Source: an optimization exercise on an open RTL-to-GDS flow (aim: small area, a short achievable clock period and few clock cycles). Production flows keep margins and buffers that such runs may drop.
The RTL was checked by simulation tests, not by an equivalence proof against the original design.
Power figures rest on the tool's default switching activity, not on a simulated workload.

--- config.mk ---
export PLATFORM = sky130hd
export DESIGN_NAME = IOTDF
export DESIGN_NICKNAME = IOTDF
export VERILOG_FILES = /design/flow/design.v
export SDC_FILE = /design/flow/constraint.sdc
export NUM_CORES = 4
export LEC_CHECK = 0
export CAP_MARGIN = 20
export CORE_MARGIN = 2
export CORE_UTILIZATION = 50
export SLEW_MARGIN = 20
--- constraint.sdc ---
create_clock -name core_clock -period 5.5 [get_ports {clk}]
set_input_delay 1.1000 -clock core_clock [delete_from_list [all_inputs] [get_ports {clk}]]
set_output_delay 1.1000 -clock core_clock [all_outputs]
set_load 0.01 [all_outputs]
--- design.v ---
`timescale 1ns/10ps
module IOTDF( clk, rst, in_en, iot_in, fn_sel, busy, valid, iot_out);
input          clk;
input          rst;
input          in_en;
input  [7:0]   iot_in;
input  [2:0]   fn_sel;
output         busy;
output         valid;
output reg [127:0] iot_out;
parameter GETDATA = 3'b000;
parameter Fun1 = 3'b001;
parameter Fun2 = 3'b010;
parameter Fun3 = 3'b011;
parameter Fun4 = 3'b100;
parameter Fun5 = 3'b101;
parameter Fun6 = 3'b110;
parameter Fun7 = 3'b111;
reg f1_ret, f2_ret, f3_ret, f4_ret, f5_ret, f6_ret, f7_ret, hold;
reg cin_0, cin_1, cin_2, cin_3, cin_4, cin_5, cin_6, cin_7, cin_8, cin_9, cin_10, cin_11, cin_12, cin_13, cin_14, cin_15, cin;
reg excludeable, extractable, peak_change;
reg [1:0] shift;
reg [7:0] compare1, compare2, iot_max_8_bit, iot_previous_8_bit;
reg [2:0] state, nextState;
reg [3:0] ith_cycle, MSB3;
reg [6:0] dataset_num;  
reg [7:0] adder1, adder2;
wire [8:0] adder;
wire compare, getdata, equal, extract, exclude, avg;
wire [3:0] F4_low, F4_high, F5_low, F5_high;
assign compare = compare1 > compare2;
assign equal = (compare1 == compare2);
assign adder = adder1 + adder2 + cin;
assign busy = hold;
assign getdata = (state == GETDATA);
assign extract = (fn_sel == 4);
assign exclude = (fn_sel == 5);
assign avg     = (fn_sel == 3);
assign F4_low = 6;
assign F4_high = 10;
assign F5_low = 7;
assign F5_high = 11;
assign valid = (f1_ret && (fn_sel == 1)) || (f2_ret&& (fn_sel == 2)) || (f3_ret&& (fn_sel == 3)) || (f4_ret&& (fn_sel == 4)) || (f5_ret&& (fn_sel == 5)) || (f6_ret&& (fn_sel == 6)) || (f7_ret&& (fn_sel == 7));
always@(posedge clk)begin
	if(rst)
		hold <= 0;
	else if((fn_sel == 3)&&(dataset_num[2:0] == 7 && ith_cycle == 14)&& in_en)
		hold <= 1;
	else if((fn_sel == 3)&&(dataset_num[2:0] == 7 && ith_cycle == 14)&& !in_en)
		hold <= 0;
	else
		hold <= hold;
end
always@(posedge clk)begin
	if(rst || ith_cycle == 15)
		shift <= 0;
	else if(shift == 1 || shift == 2)
		shift <= shift;
	else
		case(state)
			Fun1:begin
				if(equal)
					shift <= shift;
				else if(compare)
					shift <= 2;
				else
					shift <= 1;
			end
			Fun2:begin
				if(equal)
					shift <= shift;
				else if(compare)
					shift <= 1;
				else
					shift <= 2;
			end
			Fun6:begin
				if(equal)
					shift <= shift;
				else if(compare)
					shift <= 2;
				else
					shift <= 1;
			end
			Fun7:begin
				if(equal)
					shift <= shift;
				else if(compare)
					shift <= 1;
				else
					shift <= 2;
			end
		endcase
end
always@(*)begin
	case(state)
		GETDATA:begin
			if(ith_cycle == 15)
				case(fn_sel)
					1:nextState = Fun1;
					2:nextState = Fun2;
					3:nextState = Fun3;
					4:nextState = Fun4;
					5:nextState = Fun5;
					6:nextState = Fun6;
					7:nextState = Fun7;
					default: nextState = Fun1;
				endcase
			else
				nextState = GETDATA;
		end
		Fun1, Fun2:begin
			if(dataset_num[2:0] == 7 && ith_cycle == 15)begin
					nextState = GETDATA;
				end
			else if(state == Fun1)
				nextState = Fun1;
			else
				nextState = Fun2;
		end
		Fun3:begin
			if(dataset_num[2:0] == 7 && ith_cycle == 15 && !in_en)begin
					nextState = GETDATA;
			end
			else
				nextState = Fun3;
		end
		Fun4:
			nextState = Fun4;
		Fun5:
			nextState = Fun5;
		Fun6:
			nextState = Fun6;
		Fun7:
			nextState = Fun7;
		default:
			nextState = 0;
	endcase
end
always@(posedge clk)begin
	if(rst)
		state <= 0;
	else
		state <= nextState;
end
always@(posedge clk)begin
	if(rst)begin
		extractable <= 0;
		excludeable <= 0;
		MSB3 <= 0;
		cin_0 <= 0;
		cin_1 <= 0;
		cin_2 <= 0;
		cin_3 <= 0;
		cin_4 <= 0;
		cin_5 <= 0;
		cin_6 <= 0;
		cin_7 <= 0;
		cin_8 <= 0;
		cin_9 <= 0;
		cin_10 <= 0;
		cin_11 <= 0;
		cin_12 <= 0;
		cin_13 <= 0;
		cin_14 <= 0;
		cin_15 <= 0;
	end
	else
		case(ith_cycle)
			0:begin
				if(getdata || extract || exclude)
					iot_out[127:120] <= iot_in;
				else if(avg)begin
					iot_out[127:120] <= adder[7:0];
					MSB3 <= MSB3 + adder[8];
				end
				else	
					iot_out[127:120] <= iot_out[127:120];
				iot_max_8_bit <= iot_in;
				iot_previous_8_bit <= iot_in;
			end
			1:begin 
				if(getdata || extract || exclude)
					iot_out[119:112] <= iot_in;
				else if(shift == 1)begin
					iot_out[119:112] <= iot_in;
					iot_out[127:120] <= iot_previous_8_bit;
				end
				else if(avg)begin
					iot_out[119:112] <= adder[7:0];
					cin_1 <= adder[8];
				end
				else
					iot_out[119:112] <= iot_out[119:112];
				if(extract)begin
					if(iot_out[127:124] <= F4_high && iot_out[127:124] > F4_low)
						extractable <= 1;
					else
						extractable <= 0;
				end
				if(exclude)begin
					if(iot_out[127:124] <= F5_low || iot_out[127:124] > F5_high)
						excludeable <= 1;
					else
						excludeable <= 0;
				end
				iot_previous_8_bit <= iot_in;
			end
			2:begin
				if(getdata || extract || exclude)
					iot_out[111:104] <= iot_in;
				else if(shift == 1)begin
					iot_out[111:104] <= iot_in;
					iot_out[119:112] <= iot_previous_8_bit;
				end
				else if(avg)begin
					iot_out[111:104] <= adder[7:0];
					cin_2 <= adder[8];
				end
				else
					iot_out[111:104] <= iot_out[111:104];
				iot_previous_8_bit <= iot_in;
			end
			3:begin
				if(getdata || extract || exclude)
					iot_out[103:96] <= iot_in;
				else if(shift == 1)begin
					iot_out[103:96] <= iot_in;
					iot_out[111:104] <= iot_previous_8_bit;
				end
				else if(avg)begin
					iot_out[103:96] <= adder[7:0];
					cin_3 <= adder[8];
				end
				else
					iot_out[103:96] <= iot_out[103:96];
				iot_previous_8_bit <= iot_in;
			end
			4:begin
				if(getdata || extract || exclude)
					iot_out[95:88] <= iot_in;
				else if(shift == 1)begin
					iot_out[95:88] <= iot_in;
					iot_out[103:96] <= iot_previous_8_bit;
				end
				else if(avg)begin
					iot_out[95:88] <= adder[7:0];
					cin_4 <= adder[8];
				end
				else
					iot_out[95:88] <= iot_out[95:88];
				iot_previous_8_bit <= iot_in;
			end
			5:begin
				if(getdata || extract || exclude)
					iot_out[87:80] <= iot_in;
				else if(shift == 1)begin
					iot_out[87:80] <= iot_in;
					iot_out[95:88] <= iot_previous_8_bit;
				end
				else if(avg)begin
					iot_out[87:80] <= adder[7:0];
					cin_5 <= adder[8];
				end
				else
					iot_out[87:80] <= iot_out[87:80];
				iot_previous_8_bit <= iot_in;
			end
			6:begin
				if(getdata || extract || exclude)
					iot_out[79:72] <= iot_in;
				else if(shift == 1)begin
					iot_out[79:72] <= iot_in;
					iot_out[87:80] <= iot_previous_8_bit;
				end
				else if(avg)begin
					iot_out[79:72] <= adder[7:0];
					cin_6 <= adder[8];
				end
				else
					iot_out[79:72] <= iot_out[79:72];
				iot_previous_8_bit <= iot_in;
			end
			7:begin 
				if(getdata || extract || exclude)
					iot_out[71:64] <= iot_in;
				else if(shift == 1)begin
					iot_out[71:64] <= iot_in;
					iot_out[79:72] <= iot_previous_8_bit;
				end
				else if(avg)begin
					iot_out[71:64] <= adder[7:0];
					cin_7 <= adder[8];
				end
				else
					iot_out[71:64] <= iot_out[71:64];
				iot_previous_8_bit <= iot_in;
			end
			8:begin
				if(getdata || extract || exclude)
					iot_out[63:56] <= iot_in;
				else if(shift == 1)begin
					iot_out[63:56] <= iot_in;
					iot_out[71:64] <= iot_previous_8_bit;
				end
				else if(avg)begin
					iot_out[63:56] <= adder[7:0];
					cin_8 <= adder[8];
				end
				else
					iot_out[63:56] <= iot_out[63:56];
				iot_previous_8_bit <= iot_in;
			end
			9:begin
				if(getdata || extract || exclude)
					iot_out[55:48] <= iot_in;
				else if(shift == 1)begin
					iot_out[55:48] <= iot_in;
					iot_out[63:56] <= iot_previous_8_bit;
				end
				else if(avg)begin
					iot_out[55:48] <= adder[7:0];
					cin_9 <= adder[8];
				end
				else
					iot_out[55:48] <= iot_out[55:48];
				iot_previous_8_bit <= iot_in;
			end
			10:begin
				if(getdata || extract || exclude)
					iot_out[47:40] <= iot_in;
				else if(shift == 1)begin
					iot_out[47:40] <= iot_in;
					iot_out[55:48] <= iot_previous_8_bit;
				end
				else if(avg)begin
					iot_out[47:40] <= adder[7:0];
					cin_10 <= adder[8];
				end
				else
					iot_out[47:40] <= iot_out[47:40];
				iot_previous_8_bit <= iot_in;
			end
			11:begin
				if(getdata || extract || exclude)
					iot_out[39:32] <= iot_in;
				else if(shift == 1)begin
					iot_out[39:32] <= iot_in;
					iot_out[47:40] <= iot_previous_8_bit;
				end
				else if(avg)begin
					iot_out[39:32] <= adder[7:0];
					cin_11 <= adder[8];
				end
				else
					iot_out[39:32] <= iot_out[39:32];
				iot_previous_8_bit <= iot_in;
			end
			12:begin
				if(getdata || extract || exclude)
					iot_out[31:24] <= iot_in;
				else if(shift == 1)begin
					iot_out[31:24] <= iot_in;
					iot_out[39:32] <= iot_previous_8_bit;
				end
				else if(avg)begin
					iot_out[31:24] <= adder[7:0];
					cin_12 <= adder[8];
				end
				else
					iot_out[31:24] <= iot_out[31:24];
				iot_previous_8_bit <= iot_in;
			end
			13:begin
				if(getdata || extract || exclude)
					iot_out[23:16] <= iot_in;
				else if(shift == 1)begin
					iot_out[23:16] <= iot_in;
					iot_out[31:24] <= iot_previous_8_bit;
				end
				else if(avg)begin
					iot_out[23:16] <= adder[7:0];
					cin_13 <= adder[8];
				end
				else
					iot_out[23:16] <= iot_out[23:16];
				iot_previous_8_bit <= iot_in;
			end
			14:begin
				if(getdata || extract || exclude)
					iot_out[15:8] <= iot_in;
				else if(shift == 1)begin
					iot_out[15:8] <= iot_in;
					iot_out[23:16] <= iot_previous_8_bit;
				end
				else if(avg)begin
					iot_out[15:8] <= adder[7:0];
					cin_14 <= adder[8];
				end
				else
					iot_out[15:8] <= iot_out[15:8];
				iot_previous_8_bit <= iot_in;
			end
			15:begin
				if(getdata || extract || exclude)
					iot_out[7:0] <= iot_in;
				else if(shift == 1)begin
					iot_out[7:0] <= iot_in;
					iot_out[15:8] <= iot_previous_8_bit;
				end
				else if(avg)begin
					iot_out[7:0] <= adder[7:0];
					cin_15 <= adder[8];
				end
				else
					iot_out[7:0] <= iot_out[7:0];
				iot_previous_8_bit <= iot_in;
				if(dataset_num[2:0] == 7 && !in_en)begin
					iot_out <= {MSB3[2:0],iot_out[127:3]};
					MSB3 <= 0;
				end
			end
		endcase
end
always@(*)begin
	if(rst)begin
		compare1 = 0;
		compare2 = 0;
		adder1 = 0;
		adder2 = 0;
		cin = 0;
	end
	else
		case(ith_cycle)
			0:begin
				compare1 = iot_out[127:120];
				compare2 = iot_in;
				adder1   = iot_out[127:120];
				if(hold)
					adder2 = 0;
				else
					adder2   = iot_in;
				cin      = cin_1;
			end
			1:begin 
				compare1 = iot_out[119:112];
				compare2 = iot_in;
				adder1   = iot_out[119:112];
				if(hold)
					adder2 = 0;
				else
					adder2   = iot_in;
				cin      = cin_2;
			end
			2:begin 
				compare1 = iot_out[111:104];
				compare2 = iot_in;
				adder1   = iot_out[111:104];
				if(hold)
					adder2 = 0;
				else
					adder2   = iot_in;
				cin      = cin_3;
			end
			3:begin 
				compare1 = iot_out[103:96];
				compare2 = iot_in;
				adder1   = iot_out[103:96];
				if(hold)
					adder2 = 0;
				else
					adder2   = iot_in;
				cin      = cin_4;
			end
			4:begin 
				compare1 = iot_out[95:88];
				compare2 = iot_in;
				adder1   = iot_out[95:88];
				if(hold)
					adder2 = 0;
				else
					adder2   = iot_in;
				cin      = cin_5;
			end
			5:begin 
				compare1 = iot_out[87:80];
				compare2 = iot_in;
				adder1   = iot_out[87:80];
				if(hold)
					adder2 = 0;
				else
					adder2   = iot_in;
				cin      = cin_6;
			end
			6:begin 
				compare1 = iot_out[79:72];
				compare2 = iot_in;
				adder1   = iot_out[79:72];
				if(hold)
					adder2 = 0;
				else
					adder2   = iot_in;
				cin      = cin_7;
			end
			7:begin 
				compare1 = iot_out[71:64];
				compare2 = iot_in;
				adder1   = iot_out[71:64];
				if(hold)
					adder2 = 0;
				else
					adder2   = iot_in;
				cin      = cin_8;
			end
			8:begin
				compare1 = iot_out[63:56];
				compare2 = iot_in;
				adder1   = iot_out[63:56];
				if(hold)
					adder2 = 0;
				else
					adder2   = iot_in;
				cin      = cin_9;
			end
			9:begin
				compare1 = iot_out[55:48];
				compare2 = iot_in;
				adder1   = iot_out[55:48];
				if(hold)
					adder2 = 0;
				else
					adder2   = iot_in;
				cin      = cin_10;
			end
			10:begin
				compare1 = iot_out[47:40];
				compare2 = iot_in;
				adder1   = iot_out[47:40];
				if(hold)
					adder2 = 0;
				else
					adder2   = iot_in;
				cin      = cin_11;
			end
			11:begin
				compare1 = iot_out[39:32];
				compare2 = iot_in;
				adder1   = iot_out[39:32];
				if(hold)
					adder2 = 0;
				else
					adder2   = iot_in;
				cin      = cin_12;
			end
			12:begin
				compare1 = iot_out[31:24];
				compare2 = iot_in;
				adder1   = iot_out[31:24];
				if(hold)
					adder2 = 0;
				else
					adder2   = iot_in;
				cin      = cin_13;
			end
			13:begin
				compare1 = iot_out[23:16];
				compare2 = iot_in;
				adder1   = iot_out[23:16];
				if(hold)
					adder2 = 0;
				else
					adder2   = iot_in;
				cin      = cin_14;
			end
			14:begin
				compare1 = iot_out[15:8];
				compare2 = iot_in;
				adder1   = iot_out[15:8];
				if(hold)
					adder2 = 0;
				else
					adder2   = iot_in;
				cin      = cin_15;
			end
			15:begin
				compare1 = iot_out[7:0];
				compare2 = iot_in;
				adder1   = iot_out[7:0];
				adder2   = iot_in;
				cin      = 0;
			end
		endcase
end
always@(posedge clk)begin
	f1_ret <= 0;
	f2_ret <= 0;
	f3_ret <= 0;
	f4_ret <= 0;
	f5_ret <= 0;
	f6_ret <= 0;
	f7_ret <= 0;
	ith_cycle <= 0;
	if(rst)begin
		dataset_num <= 0;
		peak_change <= 0;
	end
	else 
		case(state)
			GETDATA:begin
				if(in_en)
					ith_cycle <= ith_cycle + 1;
				else
					ith_cycle <= ith_cycle;
				if(ith_cycle == 15)begin
					dataset_num <= dataset_num + 1;
					f4_ret <= extractable;
					f5_ret <= excludeable;
				end
				else	
					dataset_num <= dataset_num;
			end
			Fun1, Fun2 ,Fun4, Fun5:begin
				if(dataset_num[2:0] == 7 && ith_cycle == 15)begin
					f1_ret <= 1;
					f2_ret <= 1;
					f4_ret <= extractable;
					f5_ret <= excludeable;
					dataset_num <= dataset_num + 1;
				end
				else if(ith_cycle == 15)begin
					dataset_num <= dataset_num + 1;
					f4_ret <= extractable;
					f5_ret <= excludeable;
				end	
				else begin
					dataset_num <= dataset_num;
				end
				ith_cycle <= ith_cycle + 1;
			end
			Fun3:begin
				if(ith_cycle == 15)begin
					if(dataset_num[2:0] == 7 && in_en)begin
						dataset_num <= dataset_num;
					end
					else if(dataset_num[2:0] == 7 && !in_en)begin
						f3_ret <= 1;
						dataset_num <= dataset_num + 1;
					end
					else
						dataset_num <= dataset_num + 1;
				end
				ith_cycle <= ith_cycle + 1;
			end
			Fun6, Fun7:begin
				if(dataset_num[2:0] == 7 && ith_cycle == 15)begin
					f6_ret <= peak_change;
					f7_ret <= peak_change;
					peak_change <= 0;
					dataset_num <= dataset_num + 1;
				end
				else if(shift == 1)
					peak_change <= 1;
				if(ith_cycle == 15)begin
					dataset_num <= dataset_num + 1;
				end	
				else begin
					dataset_num <= dataset_num;
				end
				ith_cycle <= ith_cycle + 1;
			end
		endcase
end
endmodule
--- run.sh ---
#!/bin/bash
# synth_recipe.tcl (not shown) runs the flow's synth.tcl, then flattens the netlist and writes it again
# the make line also repeats each setting of config.mk as NAME=value (left out here)
make -C /OpenROAD-flow-scripts/flow DESIGN_CONFIG=/design/flow/config.mk WORK_HOME=/design/flow/orfs CLKGATE_MAP_FILE= SYNTH_SCRIPT=/design/flow/synth_recipe.tcl finish
==> impl_metrics.tcl <==
set metrics [dict create \
    synthCells 1064 \
    portBuffers 143 \
    die_w_microns 148 \
    min_path_type "reg -> reg" \
    sw_frac_of_total_pct 29.2 \
    synth_nets 1104 \
    synthTopCellsByArea "edfxtp_1, a22oi_1, dfxtp_1" \
    crit_type "reg -> reg" \
    cts_tree "yes" \
    ys_ff_latch 175 \
    cp_slowest_stage_delay_ns 0.80 \
    rsz0062_at_grt "no" \
    fin_tns_setup_ns 0 \
    pin_count 144 \
    synth_top_area_share_pct 39.2 \
    maxSlewHeadroom_pct 18.6 \
    finalNetCount 1208 \
    synth_edf_count 136 \
    gp_congestion 0.998 \
    cp_max_fo 20 \
    first_pass_iters 12 \
    fin_crit_ns 4.82 \
    clkTransAtPathRegs_ns 0.07 \
    dp_hpwl_microns 29500 \
    wl_per_cell_microns 29.1 \
    regArea_sq_mm 0.00487 \
    p_leak_nw 4.24 \
    cts.sinks 175 \
    startpoint_type "register" \
    first_global_vias 9333 \
    setup_viol 0 \
    antenna_cells 0 \
    critical_path_required_ns 5.66 \
    die_h_microns 148 \
    netlist_area_sq_mm 0.0104 \
    yosysWarnings 1 \
    async_flop_share_pct 0 \
    maxSlewViolCount 0 \
    p_sw_uw 923 \
    status "no timing/DRC/antenna violations" \
    via_per_inst 7.03 \
    seqPwrFrac_pct 48.1 \
    start_util_pct 51.2 \
    synth.largest_area_cell "edfxtp_1" \
    cts_resized 0 \
    instances_no_fill 1451 \
    clock.fmax_mhz 207 \
    dp.cells 1419 \
    ir_worst_vdd_uv 228 \
    insertion_delay_ns 0.45 \
    final_common_cell "clkdlybuf4s50_1" \
    wl_microns 42200 \
    intPower_mw 2.23 \
    critPathCaptureType "register" \
    worstPathArrival_ns 4.99 \
    final_layout_size_suffix_gt1_share_pct 9.48 \
    drtIter0Drc 1664 \
    ctsHtreeMaxLevel 4 \
    drc 0 \
    finalHoldViolations 0 \
    holdWs_ns 0.466 \
    antenna_found_initial 1 \
    core_sq_mm 0.0204 \
    p_per_area_mw_per_mm2 250 \
    syn_area_per_cell_sq_um 9.80 \
    multi_input_area_sq_mm 0.00504 \
    maxCapViolCount 0 \
    finClkSkew_ns 0.0195 \
    cts_buffers 17 \
    ant_nets 0 \
    combPwrFrac_pct 14.0 \
    fill_cells 1768 \
    syn_to_final_growth_pct 21.4 \
    root_buffer "clkbuf_16" \
    cp_slowest_cell "ha_1" \
    num_rows 52 \
    ys_types 72 \
    fin_crit_sh_pct 87.7 \
    grt_overflow_total 0 \
    grt_usage_pct 38.2 \
    via_count 10200 \
    seq_area_frac_synth_pct 46.7 \
    pwr-share-clk_pct 37.9 \
    crit_chain "inv_1 > ha_1 > o21ai_1 > and2_1 > a221oi_1 > a311oi_1 > fa_1 > fa_1 > xor2_1 > mux2i_4 > or2_1 > o21ai_0" \
    synth_ff_type "edfxtp_1" \
    cts_hold_buf 0 \
    cts_setup_buffers 0 \
    die_area_sq_mm 0.0220 \
    clk_path_buf_depth 2 \
    worst_pin_slew_ns 1.22 \
    grt_max_degree 60 \
    critPathMostFrequentCell "fa_1" \
    grt_pass1_wl_microns 61700 \
    mostFrequentLayoutCells "clkdlybuf4s50_1, edfxtp_1, a22oi_1" \
]
## power groups by stage
stage / Sequential [mW] / Clock [mW] / Combinational [mW]
floorplan: 1.50 / 0 / 0.281
global placement: 1.54 / 0 / 0.428
detailed placement: 1.54 / 0 / 0.431
CTS: 1.51 / 1.19 / 0.433
global route: 1.52 / 1.23 / 0.477
finish: 1.52 / 1.20 / 0.443
## final cells by class
cell class                      instances  share of cell area [%]
Clock inverter                         13                   0.910
Timing Repair Buffer                  191                    14.2
Sequential cell                       175                    38.5
Tap cell                              270                    2.67
Multi-Input combinational cell        768                    39.9
Inverter                               15                   0.445
Clock buffer                           19                    3.42
## worst paths after layout
kind                      from  cells after the start  slack, ns          end
setup / recovery  ith_cycle[0]                     12       0.68  iot_out[82]
hold / removal     peak_change                      2       0.47       f7_ret
setup reg to reg  ith_cycle[0]                     12       0.68  iot_out[82]
hold reg to reg    peak_change                      2       0.47       f7_ret
## flip-flops by register name (all words and copies together), names as in the netlist, 2 cells and up, named ones only
name and flops:
state 3, iot_previous_8_bit 8, dataset_num 2, iot_out 128, MSB3 3, shift 2
ith_cycle 4
## through the flow
stage / total power [mW] / worst slack (ns) / util, % / instance area [sq um]
2_1_floorplan: 1.78 / 1.08 / - / 10400
3_3_place_gp: 1.97 / 0.876 / 59.4 / 12100
3_5_place_dp: 1.97 / 0.772 / 59.4 / 12100
4_1_cts: 3.13 / 0.757 / 62.1 / 12600
5_1_grt: 3.23 / 0.424 / 62.1 / 12700
6_report: 3.16 / 0.678 / 62.1 / 12700
## cell usage after synthesis (all sizes together), types with 14 or more instances
cell type	n
edfxtp	136
o21ai	126
a22oi	110
a21oi	81
nand2	80
nor2	58
clkbuf	56
buf	50
dfxtp	39
a211oi	25
ha	24
nor2b	23
and2	21
nand3	21
a222oi	17
a311oi	17
inv	15
and3	14
mux2i	14
## worst max-delay path: cells and delay by family (launching register included)
kind | cells | cell delay, ns
flops | 1 | 0.34
buf+inv | 1 | 0.12
compound gates | 4 | 0.85
mux | 1 | 0.37
fa+ha+maj | 3 | 1.66
xor+xnor | 1 | 0.21
simple gates | 2 | 0.99
## kinds of logic after synthesis
logic type	Yosys count	share of synthesized area (%)
XOR/XNOR	9	0.756
multiplexers	18	2.35
flip-flops	175	46.7
AND/OR/NAND/NOR	257	12.4
buffers and inverters	121	5.37
AO/OA/AOI/OAI	458	29.2
adder cells (fa/ha/maj)	26	3.27
## metal layers
metal	global-route usage (%)	up-vias	wire length (microns)
met2	59.4	848	19200
met4	15.6	2	1780
met5	0	-	27
met3	9.23	134	5350
li1	-	4370	-
met1	51.6	4848	15900
Testbench counts, summed over its fixed seeds: cycles 87,585.

what the ideal ports hide:
In the flow no input, the clock included, has a driving cell. The finished layout below was timed again as built, in two steps. Step 1 assumes that a clkbuf_16 drives the clock port and a buf_2 every other input. Step 2, shift: input delay + t, output delay - t, t = (earliest + latest rising clock arrival at the registers) / 2. This alone moves slack from input paths to output paths. Slacks: ideal ports / drivers / drivers and shift; pairs: ideal ports / drivers.
t, ns: 0.494
setup slack, ns: 0.678 / 0.678 / 0.678
latest minus earliest clock arrival (ns): 0.019 / 0.020
worst slew at a driven data input, ns: 0.03
After both steps this run still meets setup and hold. The setup slack of this run moves by 0.000 ns with the drivers and by 0.000 ns with both steps.
